This design comes from an exercise in tuning for small area and a short achievable clock period on the open sky130 flow, not from production work.
Only simulation tests tie the RTL to the original design; equivalence was not proved.
Power and IR drop assume default switching activity.

==> design.v <==
`timescale 1ns / 1ps
module FIR_Filter_16tap #(parameter N = 16)(
    input clk, reset, enable,
    input [N-1:0] data_in,
    output reg [31:0] data_out   
);
  wire [15:0] b0  = 16'h0003; 
  wire [15:0] b1  = 16'h0007; 
  wire [15:0] b2  = 16'h000C; 
  wire [15:0] b3  = 16'h0012;
  wire [15:0] b4  = 16'h0019;
  wire [15:0] b5  = 16'h0020;
  wire [15:0] b6  = 16'h0026;
  wire [15:0] b7  = 16'h002A;
  wire [15:0] b8  = 16'h002A;
  wire [15:0] b9  = 16'h0026;
  wire [15:0] b10 = 16'h0020;
  wire [15:0] b11 = 16'h0019;
  wire [15:0] b12 = 16'h0012;
  wire [15:0] b13 = 16'h000C;
  wire [15:0] b14 = 16'h0007;
  wire [15:0] b15 = 16'h0003;
  wire [N-1:0] x1, x2, x3, x4, x5, x6, x7, x8, x9, x10, x11, x12, x13, x14, x15;
    DFF DFF0  (.clk(clk), .reset(reset), .enable(enable), .data_in(data_in), .data_delayed(x1));    
    DFF DFF1  (.clk(clk), .reset(reset), .enable(enable), .data_in(x1),     .data_delayed(x2));    
    DFF DFF2  (.clk(clk), .reset(reset), .enable(enable), .data_in(x2),     .data_delayed(x3));    
    DFF DFF3  (.clk(clk), .reset(reset), .enable(enable), .data_in(x3),     .data_delayed(x4));    
    DFF DFF4  (.clk(clk), .reset(reset), .enable(enable), .data_in(x4),     .data_delayed(x5));    
    DFF DFF5  (.clk(clk), .reset(reset), .enable(enable), .data_in(x5),     .data_delayed(x6));    
    DFF DFF6  (.clk(clk), .reset(reset), .enable(enable), .data_in(x6),     .data_delayed(x7));    
    DFF DFF7  (.clk(clk), .reset(reset), .enable(enable), .data_in(x7),     .data_delayed(x8));    
    DFF DFF8  (.clk(clk), .reset(reset), .enable(enable), .data_in(x8),     .data_delayed(x9));    
    DFF DFF9  (.clk(clk), .reset(reset), .enable(enable), .data_in(x9),     .data_delayed(x10));   
    DFF DFF10 (.clk(clk), .reset(reset), .enable(enable), .data_in(x10),    .data_delayed(x11));   
    DFF DFF11 (.clk(clk), .reset(reset), .enable(enable), .data_in(x11),    .data_delayed(x12));   
    DFF DFF12 (.clk(clk), .reset(reset), .enable(enable), .data_in(x12),    .data_delayed(x13));   
    DFF DFF13 (.clk(clk), .reset(reset), .enable(enable), .data_in(x13),    .data_delayed(x14));   
    DFF DFF14 (.clk(clk), .reset(reset), .enable(enable), .data_in(x14),    .data_delayed(x15));   
  wire [31:0] Mul0, Mul1, Mul2, Mul3, Mul4, Mul5, Mul6,
              Mul7, Mul8, Mul9, Mul10, Mul11, Mul12, Mul13, Mul14, Mul15;
  hyd_mul16_4chain m0(
    .A(data_in),
    .B(b0),
    .en(enable),
    .Product(Mul0)
  );
  hyd_mul16_4chain m1(
    .A(x1),
    .B(b1),
    .en(enable),
    .Product(Mul1)
  );
  hyd_mul16_4chain m2(
    .A(x2),
    .B(b2),
    .en(enable),
    .Product(Mul2)
  );
  hyd_mul16_4chain m3(
    .A(x3),
    .B(b3),
    .en(enable),
    .Product(Mul3)
  );
  hyd_mul16_4chain m4(
    .A(x4),
    .B(b4),
    .en(enable),
    .Product(Mul4)
  );
  hyd_mul16_4chain m5(
    .A(x5),
    .B(b5),
    .en(enable),
    .Product(Mul5)
  );
  hyd_mul16_4chain m6(
    .A(x6),
    .B(b6),
    .en(enable),
    .Product(Mul6)
  );
  hyd_mul16_4chain m7(
    .A(x7),
    .B(b7),
    .en(enable),
    .Product(Mul7)
  );
  hyd_mul16_4chain m8(
    .A(x8),
    .B(b8),
    .en(enable),
    .Product(Mul8)
  );
  hyd_mul16_4chain m9(
    .A(x9),
    .B(b9),
    .en(enable),
    .Product(Mul9)
  );
  hyd_mul16_4chain m10(
    .A(x10),
    .B(b10),
    .en(enable),
    .Product(Mul10)
  );
  hyd_mul16_4chain m11(
    .A(x11),
    .B(b11),
    .en(enable),
    .Product(Mul11)
  );
  hyd_mul16_4chain m12(
    .A(x12),
    .B(b12),
    .en(enable),
    .Product(Mul12)
  );
  hyd_mul16_4chain m13(
    .A(x13),
    .B(b13),
    .en(enable),
    .Product(Mul13)
  );
  hyd_mul16_4chain m14(
    .A(x14),
    .B(b14),
    .en(enable),
    .Product(Mul14)
  );
  hyd_mul16_4chain m15(
    .A(x15),
    .B(b15),
    .en(enable),
    .Product(Mul15)
  );
  wire [31:0] chain1_0, chain1_1, chain1_final;
  wire [2:0]  chain1_cout;
  hyd_adr32 chain1_adder0 (
      .A(Mul0),
      .B(Mul1),
      .Cin(1'b0),
      .enable(enable),
      .Sum(chain1_0),
      .Cout(chain1_cout[0])
  );
  hyd_adr32 chain1_adder1 (
      .A(chain1_0),
      .B(Mul2),
      .Cin(chain1_cout[0]),
      .enable(enable),
      .Sum(chain1_1),
      .Cout(chain1_cout[1])
  );
  hyd_adr32 chain1_adder2 (
      .A(chain1_1),
      .B(Mul3),
      .Cin(chain1_cout[1]),
      .enable(enable),
      .Sum(chain1_final),
      .Cout(chain1_cout[2])
  );
  wire [31:0] chain2_0, chain2_1, chain2_final;
  wire [2:0]  chain2_cout;
  hyd_adr32 chain2_adder0 (
      .A(Mul4),
      .B(Mul5),
      .Cin(1'b0),
      .enable(enable),
      .Sum(chain2_0),
      .Cout(chain2_cout[0])
  );
  hyd_adr32 chain2_adder1 (
      .A(chain2_0),
      .B(Mul6),
      .Cin(chain2_cout[0]),
      .enable(enable),
      .Sum(chain2_1),
      .Cout(chain2_cout[1])
  );
  hyd_adr32 chain2_adder2 (
      .A(chain2_1),
      .B(Mul7),
      .Cin(chain2_cout[1]),
      .enable(enable),
      .Sum(chain2_final),
      .Cout(chain2_cout[2])
  );
  wire [31:0] chain3_0, chain3_1, chain3_final;
  wire [2:0]  chain3_cout;
  hyd_adr32 chain3_adder0 (
      .A(Mul8),
      .B(Mul9),
      .Cin(1'b0),
      .enable(enable),
      .Sum(chain3_0),
      .Cout(chain3_cout[0])
  );
  hyd_adr32 chain3_adder1 (
      .A(chain3_0),
      .B(Mul10),
      .Cin(chain3_cout[0]),
      .enable(enable),
      .Sum(chain3_1),
      .Cout(chain3_cout[1])
  );
  hyd_adr32 chain3_adder2 (
      .A(chain3_1),
      .B(Mul11),
      .Cin(chain3_cout[1]),
      .enable(enable),
      .Sum(chain3_final),
      .Cout(chain3_cout[2])
  );
  wire [31:0] chain4_0, chain4_1, chain4_final;
  wire [2:0]  chain4_cout;
  hyd_adr32 chain4_adder0 (
      .A(Mul12),
      .B(Mul13),
      .Cin(1'b0),
      .enable(enable),
      .Sum(chain4_0),
      .Cout(chain4_cout[0])
  );
  hyd_adr32 chain4_adder1 (
      .A(chain4_0),
      .B(Mul14),
      .Cin(chain4_cout[0]),
      .enable(enable),
      .Sum(chain4_1),
      .Cout(chain4_cout[1])
  );
  hyd_adr32 chain4_adder2 (
      .A(chain4_1),
      .B(Mul15),
      .Cin(chain4_cout[1]),
      .enable(enable),
      .Sum(chain4_final),
      .Cout(chain4_cout[2])
  );
  wire [31:0] group1, group2;
  hyd_adr32 group_adder0 (
      .A(chain1_final),
      .B(chain2_final),
      .Cin(1'b0),
      .enable(enable),
      .Sum(group1),
      .Cout()   
  );
  hyd_adr32 group_adder1 (
      .A(chain3_final),
      .B(chain4_final),
      .Cin(1'b0),
      .enable(enable),
      .Sum(group2),
      .Cout()   
  );
  wire [31:0] final_sum;
  hyd_adr32 final_adder (
      .A(group1),
      .B(group2),
      .Cin(1'b0),
      .enable(enable),
      .Sum(final_sum),
      .Cout()   
  );
  always @(posedge clk) begin
      if (reset || !enable)
          data_out <= 32'd0;
      else
          data_out <= final_sum;
  end
endmodule
module DFF #(parameter N = 16)(    
    input clk, reset, enable,
    input [N-1:0] data_in,
    output [N-1:0] data_delayed
);
    reg [N-1:0] Q_reg;
    always @(posedge clk) begin
        if (reset || !enable)
            Q_reg <= {N{1'b0}};  
        else
            Q_reg <= data_in;
    end
    assign data_delayed = Q_reg;
endmodule
module hyd_mul16_4chain(
    input  [15:0] A,       
    input  [15:0] B,       
    input         en,      
    output [31:0] Product  
);
    reg [31:0] PP0, PP1, PP2, PP3, PP4, PP5, PP6, PP7;
    reg [31:0] PP8, PP9, PP10, PP11, PP12, PP13, PP14, PP15;
    always @(*) begin
        if (en) begin
            PP0  = {16'b0, (A & {16{B[0]}})}  << 0;
            PP1  = {16'b0, (A & {16{B[1]}})}  << 1;
            PP2  = {16'b0, (A & {16{B[2]}})}  << 2;
            PP3  = {16'b0, (A & {16{B[3]}})}  << 3;
            PP4  = {16'b0, (A & {16{B[4]}})}  << 4;
            PP5  = {16'b0, (A & {16{B[5]}})}  << 5;
            PP6  = {16'b0, (A & {16{B[6]}})}  << 6;
            PP7  = {16'b0, (A & {16{B[7]}})}  << 7;
            PP8  = {16'b0, (A & {16{B[8]}})}  << 8;
            PP9  = {16'b0, (A & {16{B[9]}})}  << 9;
            PP10 = {16'b0, (A & {16{B[10]}})} << 10;
            PP11 = {16'b0, (A & {16{B[11]}})} << 11;
            PP12 = {16'b0, (A & {16{B[12]}})} << 12;
            PP13 = {16'b0, (A & {16{B[13]}})} << 13;
            PP14 = {16'b0, (A & {16{B[14]}})} << 14;
            PP15 = {16'b0, (A & {16{B[15]}})} << 15;
        end else begin
            PP0  = 32'b0; PP1  = 32'b0; PP2  = 32'b0; PP3  = 32'b0;
            PP4  = 32'b0; PP5  = 32'b0; PP6  = 32'b0; PP7  = 32'b0;
            PP8  = 32'b0; PP9  = 32'b0; PP10 = 32'b0; PP11 = 32'b0;
            PP12 = 32'b0; PP13 = 32'b0; PP14 = 32'b0; PP15 = 32'b0;
        end
    end
    wire [31:0] chain1_0, chain1_1, chain1_final;
    wire [2:0]  chain1_cout;
    hyd_adr32 chain1_adder0 (
        .A(PP0),
        .B(PP1),
        .Cin(1'b0),
        .enable(en),
        .Sum(chain1_0),
        .Cout(chain1_cout[0])
    );
    hyd_adr32 chain1_adder1 (
        .A(chain1_0),
        .B(PP2),
        .Cin(chain1_cout[0]),
        .enable(en),
        .Sum(chain1_1),
        .Cout(chain1_cout[1])
    );
    hyd_adr32 chain1_adder2 (
        .A(chain1_1),
        .B(PP3),
        .Cin(chain1_cout[1]),
        .enable(en),
        .Sum(chain1_final),
        .Cout(chain1_cout[2])
    );
    wire [31:0] chain2_0, chain2_1, chain2_final;
    wire [2:0]  chain2_cout;
    hyd_adr32 chain2_adder0 (
        .A(PP4),
        .B(PP5),
        .Cin(1'b0),
        .enable(en),
        .Sum(chain2_0),
        .Cout(chain2_cout[0])
    );
    hyd_adr32 chain2_adder1 (
        .A(chain2_0),
        .B(PP6),
        .Cin(chain2_cout[0]),
        .enable(en),
        .Sum(chain2_1),
        .Cout(chain2_cout[1])
    );
    hyd_adr32 chain2_adder2 (
        .A(chain2_1),
        .B(PP7),
        .Cin(chain2_cout[1]),
        .enable(en),
        .Sum(chain2_final),
        .Cout(chain2_cout[2])
    );
    wire [31:0] chain3_0, chain3_1, chain3_final;
    wire [2:0]  chain3_cout;
    hyd_adr32 chain3_adder0 (
        .A(PP8),
        .B(PP9),
        .Cin(1'b0),
        .enable(en),
        .Sum(chain3_0),
        .Cout(chain3_cout[0])
    );
    hyd_adr32 chain3_adder1 (
        .A(chain3_0),
        .B(PP10),
        .Cin(chain3_cout[0]),
        .enable(en),
        .Sum(chain3_1),
        .Cout(chain3_cout[1])
    );
    hyd_adr32 chain3_adder2 (
        .A(chain3_1),
        .B(PP11),
        .Cin(chain3_cout[1]),
        .enable(en),
        .Sum(chain3_final),
        .Cout(chain3_cout[2])
    );
    wire [31:0] chain4_0, chain4_1, chain4_final;
    wire [2:0]  chain4_cout;
    hyd_adr32 chain4_adder0 (
        .A(PP12),
        .B(PP13),
        .Cin(1'b0),
        .enable(en),
        .Sum(chain4_0),
        .Cout(chain4_cout[0])
    );
    hyd_adr32 chain4_adder1 (
        .A(chain4_0),
        .B(PP14),
        .Cin(chain4_cout[0]),
        .enable(en),
        .Sum(chain4_1),
        .Cout(chain4_cout[1])
    );
    hyd_adr32 chain4_adder2 (
        .A(chain4_1),
        .B(PP15),
        .Cin(chain4_cout[1]),
        .enable(en),
        .Sum(chain4_final),
        .Cout(chain4_cout[2])
    );
    wire [31:0] group1, group2;
    hyd_adr32 group_adder0 (
        .A(chain1_final),
        .B(chain2_final),
        .Cin(1'b0),
        .enable(en),
        .Sum(group1),
        .Cout()
    );
    hyd_adr32 group_adder1 (
        .A(chain3_final),
        .B(chain4_final),
        .Cin(1'b0),
        .enable(en),
        .Sum(group2),
        .Cout()
    );
    wire [31:0] final_sum;
    hyd_adr32 final_adder (
        .A(group1),
        .B(group2),
        .Cin(1'b0),
        .enable(en),
        .Sum(final_sum),
        .Cout()
    );
    assign Product = (en ? final_sum : 32'b0);
endmodule
module hyd_adr32 (
    input  [31:0] A,          
    input  [31:0] B,          
    input         Cin,        
    input         enable,     
    output [31:0] Sum,        
    output        Cout        
);
    wire [15:0] A_low, A_high;
    wire [15:0] B_low, B_high;
    assign A_low  = A[15:0];
    assign A_high = A[31:16];
    assign B_low  = B[15:0];
    assign B_high = B[31:16];
    wire [15:0] Sum_low, Sum_high;
    wire        Cout_low, Cout_high;
     ling_adder16_en lower_adder (
        .A(A_low),
        .B(B_low),
        .Cin(Cin),
        .enable(enable),
        .Sum(Sum_low),
        .CarryOut(Cout_low)
    );
    sparse_kogge_stone_adder_16_en upper_adder (
        .a(A_high),
        .b(B_high),
        .cin(Cout_low),
        .enable(enable),
        .sum(Sum_high),
        .cout(Cout_high)
    );
    wire [31:0] combined_sum;
    wire        combined_cout;
    assign combined_sum  = {Sum_high, Sum_low};
    assign combined_cout = Cout_high;
    reg [31:0] out_Sum;
    reg        out_Cout;
    always @(*) begin
        if (enable) begin
            out_Sum  = combined_sum;
            out_Cout = combined_cout;
        end else begin
            out_Sum  = 32'd0;
            out_Cout = 1'b0;
        end
    end
    assign Sum  = out_Sum;
    assign Cout = out_Cout;
endmodule
module  ling_adder16_en (
    input  [15:0] A,        
    input  [15:0] B,        
    input         Cin,      
    input         enable,   
    output [15:0] Sum,      
    output        CarryOut  
);
    wire [15:0] P;   
    wire [15:0] G;   
    wire [15:0] H;   
    assign P = A ^ B;
    assign G = A & B;
    assign H[0]  = G[0]  | (P[0]  & Cin);
    assign H[1]  = G[1]  | (P[1]  & H[0]);
    assign H[2]  = G[2]  | (P[2]  & H[1]);
    assign H[3]  = G[3]  | (P[3]  & H[2]);
    assign H[4]  = G[4]  | (P[4]  & H[3]);
    assign H[5]  = G[5]  | (P[5]  & H[4]);
    assign H[6]  = G[6]  | (P[6]  & H[5]);
    assign H[7]  = G[7]  | (P[7]  & H[6]);
    assign H[8]  = G[8]  | (P[8]  & H[7]);
    assign H[9]  = G[9]  | (P[9]  & H[8]);
    assign H[10] = G[10] | (P[10] & H[9]);
    assign H[11] = G[11] | (P[11] & H[10]);
    assign H[12] = G[12] | (P[12] & H[11]);
    assign H[13] = G[13] | (P[13] & H[12]);
    assign H[14] = G[14] | (P[14] & H[13]);
    assign H[15] = G[15] | (P[15] & H[14]);
    wire [15:0] computed_sum;
    assign computed_sum[0]  = P[0]  ^ Cin;
    assign computed_sum[1]  = P[1]  ^ H[0];
    assign computed_sum[2]  = P[2]  ^ H[1];
    assign computed_sum[3]  = P[3]  ^ H[2];
    assign computed_sum[4]  = P[4]  ^ H[3];
    assign computed_sum[5]  = P[5]  ^ H[4];
    assign computed_sum[6]  = P[6]  ^ H[5];
    assign computed_sum[7]  = P[7]  ^ H[6];
    assign computed_sum[8]  = P[8]  ^ H[7];
    assign computed_sum[9]  = P[9]  ^ H[8];
    assign computed_sum[10] = P[10] ^ H[9];
    assign computed_sum[11] = P[11] ^ H[10];
    assign computed_sum[12] = P[12] ^ H[11];
    assign computed_sum[13] = P[13] ^ H[12];
    assign computed_sum[14] = P[14] ^ H[13];
    assign computed_sum[15] = P[15] ^ H[14];
    wire computed_carry;
    assign computed_carry = H[15];
    reg [15:0] out_sum;
    reg        out_carry;
    always @(*) begin
        if (enable) begin
            out_sum  = computed_sum;
            out_carry = computed_carry;
        end
        else begin
            out_sum  = 16'd0;
            out_carry = 1'b0;
        end
    end
    assign Sum      = out_sum;
    assign CarryOut = out_carry;
endmodule
module sparse_kogge_stone_adder_16_en (
    input  [15:0] a,
    input  [15:0] b,
    input         cin,
    input         enable,
    output [15:0] sum,
    output        cout
);
  wire [15:0] g0, p0;
  assign g0 = a & b;
  assign p0 = a ^ b;
  wire [15:0] g1, p1;
  assign g1[0] = g0[0] | (p0[0] & cin);
  assign p1[0] = p0[0];
  assign g1[1] = g0[1] | (p0[1] & g1[0]);
  assign p1[1] = p0[1] & p1[0];
  assign g1[2] = g0[2] | (p0[2] & g1[1]);
  assign p1[2] = p0[2] & p1[1];
  assign g1[3] = g0[3] | (p0[3] & g1[2]);
  assign p1[3] = p0[3] & p1[2];
  assign g1[4] = g0[4] | (p0[4] & g1[3]);
  assign p1[4] = p0[4] & p1[3];
  assign g1[5] = g0[5] | (p0[5] & g1[4]);
  assign p1[5] = p0[5] & p1[4];
  assign g1[6] = g0[6] | (p0[6] & g1[5]);
  assign p1[6] = p0[6] & p1[5];
  assign g1[7] = g0[7] | (p0[7] & g1[6]);
  assign p1[7] = p0[7] & p1[6];
  assign g1[8] = g0[8] | (p0[8] & g1[7]);
  assign p1[8] = p0[8] & p1[7];
  assign g1[9] = g0[9] | (p0[9] & g1[8]);
  assign p1[9] = p0[9] & p1[8];
  assign g1[10] = g0[10] | (p0[10] & g1[9]);
  assign p1[10] = p0[10] & p1[9];
  assign g1[11] = g0[11] | (p0[11] & g1[10]);
  assign p1[11] = p0[11] & p1[10];
  assign g1[12] = g0[12] | (p0[12] & g1[11]);
  assign p1[12] = p0[12] & p1[11];
  assign g1[13] = g0[13] | (p0[13] & g1[12]);
  assign p1[13] = p0[13] & p1[12];
  assign g1[14] = g0[14] | (p0[14] & g1[13]);
  assign p1[14] = p0[14] & p1[13];
  assign g1[15] = g0[15] | (p0[15] & g1[14]);
  assign p1[15] = p0[15] & p1[14];
  wire [15:0] g2, p2;
  assign g2[0]  = g1[0];  assign p2[0]  = p1[0];
  assign g2[1]  = g1[1];  assign p2[1]  = p1[1];
  assign g2[2]  = g1[2]  | (p1[2]  & g1[0]);
  assign p2[2]  = p1[2]  & p1[0];
  assign g2[3]  = g1[3]  | (p1[3]  & g1[1]);
  assign p2[3]  = p1[3]  & p1[1];
  assign g2[4]  = g1[4]  | (p1[4]  & g1[2]);
  assign p2[4]  = p1[4]  & p1[2];
  assign g2[5]  = g1[5]  | (p1[5]  & g1[3]);
  assign p2[5]  = p1[5]  & p1[3];
  assign g2[6]  = g1[6]  | (p1[6]  & g1[4]);
  assign p2[6]  = p1[6]  & p1[4];
  assign g2[7]  = g1[7]  | (p1[7]  & g1[5]);
  assign p2[7]  = p1[7]  & p1[5];
  assign g2[8]  = g1[8]  | (p1[8]  & g1[6]);
  assign p2[8]  = p1[8]  & p1[6];
  assign g2[9]  = g1[9]  | (p1[9]  & g1[7]);
  assign p2[9]  = p1[9]  & p1[7];
  assign g2[10] = g1[10] | (p1[10] & g1[8]);
  assign p2[10] = p1[10] & p1[8];
  assign g2[11] = g1[11] | (p1[11] & g1[9]);
  assign p2[11] = p1[11] & p1[9];
  assign g2[12] = g1[12] | (p1[12] & g1[10]);
  assign p2[12] = p1[12] & p1[10];
  assign g2[13] = g1[13] | (p1[13] & g1[11]);
  assign p2[13] = p1[13] & p1[11];
  assign g2[14] = g1[14] | (p1[14] & g1[12]);
  assign p2[14] = p1[14] & p1[12];
  assign g2[15] = g1[15] | (p1[15] & g1[13]);
  assign p2[15] = p1[15] & p1[13];
  wire [15:0] g3, p3;
  assign g3[0]  = g2[0];  assign p3[0]  = p2[0];
  assign g3[1]  = g2[1];  assign p3[1]  = p2[1];
  assign g3[2]  = g2[2];  assign p3[2]  = p2[2];
  assign g3[3]  = g2[3];  assign p3[3]  = p2[3];
  assign g3[4]  = g2[4]  | (p2[4]  & g2[0]);
  assign p3[4]  = p2[4]  & p2[0];
  assign g3[5]  = g2[5]  | (p2[5]  & g2[1]);
  assign p3[5]  = p2[5]  & p2[1];
  assign g3[6]  = g2[6]  | (p2[6]  & g2[2]);
  assign p3[6]  = p2[6]  & p2[2];
  assign g3[7]  = g2[7]  | (p2[7]  & g2[3]);
  assign p3[7]  = p2[7]  & p2[3];
  assign g3[8]  = g2[8]  | (p2[8]  & g2[4]);
  assign p3[8]  = p2[8]  & p2[4];
  assign g3[9]  = g2[9]  | (p2[9]  & g2[5]);
  assign p3[9]  = p2[9]  & p2[5];
  assign g3[10] = g2[10] | (p2[10] & g2[6]);
  assign p3[10] = p2[10] & p2[6];
  assign g3[11] = g2[11] | (p2[11] & g2[7]);
  assign p3[11] = p2[11] & p2[7];
  assign g3[12] = g2[12] | (p2[12] & g2[8]);
  assign p3[12] = p2[12] & p2[8];
  assign g3[13] = g2[13] | (p2[13] & g2[9]);
  assign p3[13] = p2[13] & p2[9];
  assign g3[14] = g2[14] | (p2[14] & g2[10]);
  assign p3[14] = p2[14] & p2[10];
  assign g3[15] = g2[15] | (p2[15] & g2[11]);
  assign p3[15] = p2[15] & p2[11];
  wire [15:0] g4, p4;
  assign g4[0]  = g3[0];  assign p4[0]  = p3[0];
  assign g4[1]  = g3[1];  assign p4[1]  = p3[1];
  assign g4[2]  = g3[2];  assign p4[2]  = p3[2];
  assign g4[3]  = g3[3];  assign p4[3]  = p3[3];
  assign g4[4]  = g3[4];  assign p4[4]  = p3[4];
  assign g4[5]  = g3[5];  assign p4[5]  = p3[5];
  assign g4[6]  = g3[6];  assign p4[6]  = p3[6];
  assign g4[7]  = g3[7];  assign p4[7]  = p3[7];
  assign g4[8]  = g3[8]  | (p3[8]  & g3[0]);
  assign p4[8]  = p3[8]  & p3[0];
  assign g4[9]  = g3[9]  | (p3[9]  & g3[1]);
  assign p4[9]  = p3[9]  & p3[1];
  assign g4[10] = g3[10] | (p3[10] & g3[2]);
  assign p4[10] = p3[10] & p3[2];
  assign g4[11] = g3[11] | (p3[11] & g3[3]);
  assign p4[11] = p3[11] & p3[3];
  assign g4[12] = g3[12] | (p3[12] & g3[4]);
  assign p4[12] = p3[12] & p3[4];
  assign g4[13] = g3[13] | (p3[13] & g3[5]);
  assign p4[13] = p3[13] & p3[5];
  assign g4[14] = g3[14] | (p3[14] & g3[6]);
  assign p4[14] = p3[14] & p3[6];
  assign g4[15] = g3[15] | (p3[15] & g3[7]);
  assign p4[15] = p3[15] & p3[7];
  wire [15:0] computed_sum;
  wire computed_out;
  wire computed_cout;
  assign computed_sum[0]  = p0[0] ^ cin;
  assign computed_sum[1]  = p0[1] ^ g4[0];
  assign computed_sum[2]  = p0[2] ^ g4[1];
  assign computed_sum[3]  = p0[3] ^ g4[2];
  assign computed_sum[4]  = p0[4] ^ g4[3];
  assign computed_sum[5]  = p0[5] ^ g4[4];
  assign computed_sum[6]  = p0[6] ^ g4[5];
  assign computed_sum[7]  = p0[7] ^ g4[6];
  assign computed_sum[8]  = p0[8] ^ g4[7];
  assign computed_sum[9]  = p0[9] ^ g4[8];
  assign computed_sum[10] = p0[10] ^ g4[9];
  assign computed_sum[11] = p0[11] ^ g4[10];
  assign computed_sum[12] = p0[12] ^ g4[11];
  assign computed_sum[13] = p0[13] ^ g4[12];
  assign computed_sum[14] = p0[14] ^ g4[13];
  assign computed_sum[15] = p0[15] ^ g4[14];
  assign computed_cout    = g4[15];
  reg [15:0] out_sum;
  reg        out_cout;
  always @(*) begin
    if (enable) begin
      out_sum  = computed_sum;
      out_cout = computed_cout;
    end
    else begin
      out_sum  = 16'd0;
      out_cout = 1'b0;
    end
  end
  assign sum  = out_sum;
  assign cout = out_cout;
endmodule
==> run.sh <==
#!/bin/bash
# synth_recipe.tcl (not shown) runs the flow's synth.tcl, then flattens the netlist and writes it again
# the make line also repeats each setting of config.mk as NAME=value (left out here)
make -C /OpenROAD-flow-scripts/flow DESIGN_CONFIG=/design/flow/config.mk WORK_HOME=/design/flow/orfs CLKGATE_MAP_FILE= SYNTH_SCRIPT=/design/flow/synth_recipe.tcl finish
==> config.mk <==
export PLATFORM = sky130hd
export DESIGN_NAME = FIR_Filter_16tap
export DESIGN_NICKNAME = FIR_Filter_16tap
export VERILOG_FILES = /design/flow/design.v
export SDC_FILE = /design/flow/constraint.sdc
export NUM_CORES = 4
export LEC_CHECK = 0
export CAP_MARGIN = 20
export CORE_MARGIN = 2
export CORE_UTILIZATION = 40
export SLEW_MARGIN = 20
==> constraint.sdc <==
create_clock -name core_clock -period 16.0 [get_ports {clk}]
set_input_delay 3.2000 -clock core_clock [delete_from_list [all_inputs] [get_ports {clk}]]
set_output_delay 3.2000 -clock core_clock [all_outputs]
set_load 0.01 [all_outputs]
==> run notes <==
## worst max-delay path: cells and delay by family
| kind | cells | cell delay, ns |
|---|---|---|
| compound gates | 5 | 0.92 |
| xor+xnor | 2 | 0.36 |
| fa+ha+maj | 24 | 9.24 |
| buf+inv | 5 | 0.35 |
| simple gates | 11 | 1.72 |
## worst paths after layout
path	startpoint	end	slack [ns]	depth (start not counted)
max	enable	data_out[24]	0.56	47
min	DFF9.Q_reg[8]	DFF10.Q_reg[8]	0.46	2
max reg2reg	DFF0.Q_reg[0]	data_out[24]	2.97	46
min reg2reg	DFF9.Q_reg[8]	DFF10.Q_reg[8]	0.46	2
## area by class of cell
| type | instances | area, µm² |
|---|---|---|
| tap | 882 | 1100 |
| clock inverter | 12 | 150 |
| sequential | 267 | 5350 |
| inverter | 227 | 855 |
| timing repair buffer | 118 | 1110 |
| fill | 6609 | 37900 |
| multi-input combinational | 2217 | 20900 |
| clock buffer | 48 | 1020 |
## stage by stage
| step | util (%) | setup WS, ns |
|---|---|---|
| final | 44.6 | 0.560 |
| after global routing | 44.6 | -0.0192 |
| after CTS | 44.4 | 0.266 |
| after detailed placement | 42.7 | -0.279 |
| after global placement | 42.7 | 0.00896 |
| after floorplan | - | 0.00858 |
## power by group
part / switching [µW] / internal (µW)
clock network: 328 / 494
registers: 0.871 / 668
logic: 77.4 / 34.2
total: 406 / 1200
## cell usage after synthesis (3+ instances only)
master | n | area, µm²
a21oi_1 | 29 | 145
inv_1 | 227 | 852
and3_1 | 5 | 31.3
buf_1 | 8 | 30.0
a31oi_1 | 4 | 25.0
xor2_1 | 20 | 175
dfxtp_1 | 267 | 5350
and2_1 | 91 | 569
xnor2_1 | 29 | 254
a211o_1 | 3 | 26.3
ha_1 | 168 | 2100
nor3b_1 | 3 | 22.5
a211oi_1 | 4 | 30.0
nand3_1 | 19 | 95.1
a21o_1 | 8 | 60.1
o221ai_1 | 3 | 26.3
nand2b_1 | 455 | 2850
a21boi_0 | 4 | 30.0
fa_1 | 543 | 10900
a41oi_1 | 10 | 87.6
nor3_1 | 7 | 35.0
clkbuf_1 | 96 | 360
buf_2 | 31 | 155
nor2_1 | 365 | 1370
nand4_1 | 5 | 31.3
o21a_1 | 5 | 37.5
nor2b_1 | 35 | 219
buf_4 | 5 | 37.5
o21ai_0 | 33 | 165
nand2_1 | 321 | 1200
## cells by family after synthesis
logic type / after synthesis
AOI/OAI and AO/OA: 122
xor gates and xnor gates: 51
adders and majority gates: 711
buffers and inverters: 367
DFF: 267
muxes: 2
other: 1
and+or+nand+nor: 1324
## what timing repair did
item                                    in CTS  in global routing
hold buffers                                 0                  0
gates resized for setup                      0                 27
endpoints found under the hold margin        0                  0
endpoints found under the setup margin       0                  5
## metal layers
metal | part of all wire [%] | up-vias | global-route usage, %
li1 | - | 8642 | -
met1 | 47 | 8790 | 21.5
met2 | 48 | 148 | 27.8
met3 | 2.5 | 80 | 2.12
met4 | 2.3 | 0 | 3.93
met5 | 0 | - | 0
==> impl_results.rst <==
.. list-table::
   :header-rows: 1

   * - Metric
     - Value
   * - Total instance count after detailed placement
     - 3708
   * - Static leakage
     - 0.0106 µW
   * - Total GRT Usage
     - 16.1%
   * - Async SR Flop Fraction
     - 0%
   * - Die Footprint
     - 71200 µm²
   * - Register name with the most flops
     - data_out
   * - Final weighted congestion of routability-driven global placement
     - 0.861
   * - Standard cell area after detailed placement
     - 29200 µm²
   * - Final slew viol count
     - 0
   * - Maximum clock rate
     - 64.8 MHz
   * - Cell with the largest stage delay on the worst path
     - fa_1
   * - Sequential element share of the synthesized area
     - 19.3%
   * - Pin count of the biggest net entering global routing
     - 123
   * - Initial Util
     - 40.4%
   * - Postcts setup bufs
     - 0
   * - Worst-Margin Slew
     - 1.13 ns
   * - Synthesized cell area
     - 27600 µm²
   * - Post-synthesis share of cell area spent on and, or, nand and nor gates
     - 23.8%
   * - DRT antenna net count
     - 0
   * - Nature of the critical path startpoint
     - input pin
   * - Mux contribution to synthesized area
     - 0.0724%
   * - Top fanout value on the critical path
     - 4
   * - Average cell area after synthesis
     - 9.71 µm²
   * - Number of setup violations in the final report
     - 0
   * - Number of vias in the routed layout
     - 17700
   * - Wire length of the first global-routing pass
     - 94700 µm
   * - Area growth from synthesis to final layout
     - 10.4%
   * - Post-route worst hold slack
     - 0.465 ns
   * - Clock Sink Count
     - 267
   * - Maximum number of buffers from clock root to sink
     - 3
   * - Clock tree root driver cell
     - clkbuf_16
   * - Total DRC errors in the routed layout
     - 0
   * - Max-capacitance violation count
     - 0
   * - Aggregate routed wire length
     - 53600 µm
   * - Ys Warns
     - 6
   * - Synth Flop Type
     - dfxtp_1
   * - Critical path's most frequent cell
     - fa_1
   * - Post-Synthesis Cells
     - 2845
   * - Iteration-0 DRC Markers
     - 882
   * - Initial antenna violation count
     - 0
   * - Worst Setup End Kind
     - flip-flop
   * - Hold Crit Class
     - flip-flop to flip-flop
   * - Number of global-route vias before repair
     - 19900
   * - Part of the cycle the worst path needs
     - 96.5%
   * - Post-synthesis compound-gate area fraction
     - 2.93%
   * - Final clock skew
     - 0.0155 ns
   * - Count of boundary I/O pins
     - 51
   * - Relative slew slack
     - 24.5%
   * - Most used cells in the layout excluding fill and tap cells
     - 537 x fa_1, 454 x nand2b_1, 361 x nor2_1
   * - Vertical die dimension
     - 267 µm
   * - Crit path arrival time
     - 15.83 ns
   * - Drt first pass iters
     - 4
   * - Worst Path Required
     - 16.39 ns
   * - Htree depth
     - 2
   * - Final design area excluding fillers
     - 30500 µm²
   * - Die span in x
     - 267 µm
   * - TritonCTS clock tree
     - done
   * - Final Hold Fails
     - 0
   * - Final min period
     - 15.44 ns
   * - Vias per cell
     - 4.68
   * - Skew-Pair Late Insertion Delay
     - 0.56 ns
   * - Total power per unit cell area
     - 52.5 nW/µm²
   * - Final-layout setup total negative slack
     - 0 ns
   * - Fraction of the mapped netlist area in adder cells
     - 46.9%
   * - Number of synthesized flops with an enable pin
     - 0
   * - Most common cell after layout, fill and taps aside
     - fa_1
   * - Delay of the slowest cell on the worst path
     - 0.49 ns
   * - Overall power after layout
     - 1600 µW
   * - Final non-filler cell total
     - 3771
   * - Number of nets at the end of the flow
     - 3598
   * - Number of flip-flops under the largest register name
     - 27
   * - PortBufs
     - 45
   * - Post-Synth XOR/XNOR Area
     - 1.72%
   * - Routed wire per std cell
     - 14.2 µm
   * - Core Region
     - 68500 µm²
   * - Distinct cell type count of the synthesized netlist
     - 63
   * - HPWL after DPL
     - 41800 µm
   * - Total clock buffers created by CTS
     - 37
   * - Final global-route overflow total
     - 0
   * - Status
     - finished clean
   * - Row Count
     - 96
   * - Diode insertion count for antenna repair
     - 0
   * - CTS clock-pin slew for the worst setup and hold paths
     - 0.06 ns
   * - Fraction of final layout cells sized beyond drive strength 1
     - 5.43%
   * - Number of synthesized register bits
     - 267
   * - Category of the most critical setup path
     - input pin to flip-flop
   * - Main combinational cell family by area after synthesis
     - adder cells
   * - Max VDD drop
     - 52.6 µV

-- static timing again, ports no longer ideal --
Ports are ideal in the flow. The routed layout listed here was re-timed in OpenROAD. Step 1 sets driving cells, clkbuf_16 on the clock port and buf_2 on the other inputs (assumed; they add their load-dependent delay and slew). Step 2 moves the port delays by t, midway between the first and last clock arrival at a register: inputs arrive t later, outputs are due t later. That takes back most of the time a late clock gives input paths. Slacks: no drivers / after step 1 / after step 2; pairs: no drivers / after step 1.
t, ns: 0.598
setup WS [ns]: 0.560 / 0.379 / -0.219
worst setup path after step 2: input to register
With both steps, setup timing fails in this run, where it was met with ideal ports. For this run, drivers alone change the setup slack by -0.181 ns; drivers and shift together by -0.779 ns.
